This is an optimization exercise on Yosys and OpenROAD, whose aim is small area, a short achievable clock period and few clock cycles, not a production implementation.
RTL that was checked went through simulation tests only; none was proved equivalent to the original.
Power is estimated from default activity; no workload was simulated.

==> inputs of delta <==
==> flow/design.v (excerpt) <==
module LCD_CTRL(clk, reset, IROM_Q, cmd, cmd_valid, IROM_EN, IROM_A, IRB_RW, IRB_D, IRB_A, busy, done);
export LEC_CHECK = 0
export CAP_MARGIN = 20
export CORE_MARGIN = 2
export CORE_UTILIZATION = 40
export CTS_BUF_LIST = sky130_fd_sc_hd__clkbuf_16
export CTS_CLUSTER_DIAMETER = 80
export CTS_CLUSTER_SIZE = 30
export SLEW_MARGIN = 20
create_clock -name core_clock -period 11.0 [get_ports {clk}]
standard.sh (not shown) runs the stock make flow with config.mk's settings and CLKGATE_MAP_FILE= SYNTH_SCRIPT=/design/flow/synth_recipe.tcl, a recipe that flattens the netlist after the stock synthesis.
==> flow/flow/run.sh <==
#!/bin/bash
# Layout: the standard flow (standard.sh), unchanged, except that its
# timing repair (floorplan, CTS and global-route repair_timing) aims at a
# setup margin of 7.0 ns instead of 0, so it sizes the critical paths for a
# shorter period. The SDC, the clock period and every other step are the
# standard ones. make's full output goes to flow.log here; each ORFS step
# writes its own log under orfs/logs/.
set -euo pipefail
bash standard.sh SETUP_SLACK_MARGIN=7.0 finish > flow.log 2>&1
==> inputs of ember, as changes to delta <==
--- a/flow/design.v
+++ b/flow/design.v
@@ -441,42 +441,33 @@
 wire [63:0] wc = pend & ~(flush ? 64'd0 : win_c);
 wire [63:0] wc_p;
 generate
 for (gi = 0; gi < 64; gi = gi + 1) begin : wp
     assign wc_p[gi] = wc[SPIRAL[(63-gi)*6 +: 6]];
 end
 endgenerate
 wire [63:0] wg_p = wc_p & ~pre_or(wc_p);
+reg  [5:0]  wa;
 reg  [63:0] wg;
 always @(*) begin
-    wg = 64'd0;
-    for (j = 0; j < 64; j = j + 1)
-        wg[SPIRAL[(63-j)*6 +: 6]] = wg_p[j];
-end
-reg  [7:0]  wrow, wcol;
-always @(*) begin
-    wrow = 8'd0; wcol = 8'd0;
+    wa = 6'd0; wg = 64'd0;
     for (j = 0; j < 64; j = j + 1) begin
-        wrow[j/8] = wrow[j/8] | wg[j];
-        wcol[j%8] = wcol[j%8] | wg[j];
+        wa = wa | ({6{wg_p[j]}} & SPIRAL[(63-j)*6 +: 6]);
+        wg[SPIRAL[(63-j)*6 +: 6]] = wg_p[j];
     end
 end
-reg  [7:0]  wr_r, wc_r;
+reg  [5:0]  wa_r;
 reg         wv_r;
 reg  [7:0]  wd;
 always @(*) begin
     wd = 8'd0;
     for (j = 0; j < 64; j = j + 1)
-        wd = wd | ({8{wr_r[j/8] & wc_r[j%8]}} & img[j*8 +: 8]);
+        wd = wd | ({8{wa_r == j}} & img[j*8 +: 8]);
 end
-function [2:0] enc8;
-    input [7:0] v;
-    enc8 = {|v[7:4], |{v[7:6], v[3:2]}, |{v[7], v[5], v[3], v[1]}};
-endfunction
 wire wany = |wc;
 function [63:0] pre_or;
     input [63:0] v;
     reg [63:0] s;
     integer d, q;
     begin
         s = v;
         for (d = 1; d < 64; d = d * 2)
@@ -527,13 +518,13 @@
         n <= n + {6'd0, ~n[6]}; ln <= n;
         land_a <= IROM_A; land_v <= ~IROM_EN;
         pend <= (pend & ~wg) | land_dec | (exec_d ? win_c : 64'd0);
         wv_r <= wany; IRB_RW <= ~wv_r;
         done <= done | (flush & ~|pend & ~wv_r & n[6] & IROM_EN & ~land_v);
     end
 end
 always @(posedge clk) begin
-    wr_r <= wrow; wc_r <= wcol; IRB_A <= {enc8(wr_r), enc8(wc_r)}; IRB_D <= wd;
+    wa_r <= wa; IRB_A <= wa_r; IRB_D <= wd;
     for (i = 0; i < 4; i = i + 1)
         wv[i] <= exec_d ? nv[i] : (fwd[i] ? IROM_Q : rd[i]);
 end
 endmodule
==> flow/flow/run.sh (replaced) <==
#!/bin/bash
# Layout: the standard flow (standard.sh), unchanged, except that its
# timing repair (floorplan, CTS and global-route repair_timing) aims at a
# setup margin of 8.0 ns instead of 0, so it sizes the critical paths for a
# shorter period. The SDC, the clock period and every other step are the
# standard ones. make's full output goes to flow.log here; each ORFS step
# writes its own log under orfs/logs/.
set -euo pipefail
bash standard.sh SETUP_SLACK_MARGIN=8.0 finish > flow.log 2>&1
==> metrics.md <==
| Metric | Value |
|---|---|
| Status | no timing/DRC/antenna violations |
| CP Data Required Time | 11.45 ns |
| Post-CTS Setup Bufs | 6 |
| Routing usage on met2 | 60.6% |
| Syn_nets | 3506 |
| First-pass GRT wire length | 277 mm |
| Clock latency on the worst-skew pair | 0.69 ns |
| TAP cells | 1254 |
| R2r endpoint | wv[2][4]$_DFF_P_ |
| Power density cells | 296 nW/µm² |
| Placed insts | ~4600 |
| Mapped Cells | 3423 |
| Crit path largest cell delay | 0.47 ns |
| Grt met1 use | 51.7% |
The numbers above come from delta.

==> metrics.md <==
| Metric | Value |
|---|---|
| CP Data Required Time | 11.50 ns |
| Status | no timing/DRC/antenna violations |
| Grt met1 use | a little under three fifths |
| Crit path largest cell delay | 0.63 ns |
| Routing usage on met2 | 72.8% |
| First-pass GRT wire length | about 320 mm |
| Clock latency on the worst-skew pair | ~0.7 ns |
The numbers above come from ember.

Testbench counts of ember, summed over its fixed seeds: cycles 5,870.
The RTL of delta was laid out without a check of its function.

[re-timing with driven ports]
The flow's constraints put no driver on any port. The routed layouts listed below were extracted and timed again, unchanged, in two steps.
Step 1 sets driving cells, clkbuf_16 on the clock port and buf_2 on the other inputs (assumed; they add their load-dependent delay and slew).
Step 2 adds t to the input delays and takes it off the output delays; t is the mean of the earliest and latest rising clock arrival at the registers after step 1. Input paths then give back, and output paths get back, about the clock's delay inside the block.
Three values: ideal, step 1, step 2; two values: the first two.
| run | t (ns) | setup slack, ns | hold slack, ns | clock arrival spread, ns | worst slew at a driven data input, ns |
|---|---|---|---|---|---|
| delta | 0.734 | 6.968 / 6.968 / 6.536 | 0.391 / 0.391 / 0.391 | 0.056 / 0.057 | 0.04 |
| ember | 0.742 | 6.911 / 6.911 / 6.911 | 0.386 / 0.386 / 0.386 | 0.069 / 0.070 | 0.03 |
After both steps setup and hold are still met in every run listed. The setup slack of delta, which loses most, moves by 0.000 ns with the drivers and by -0.432 ns with both steps.
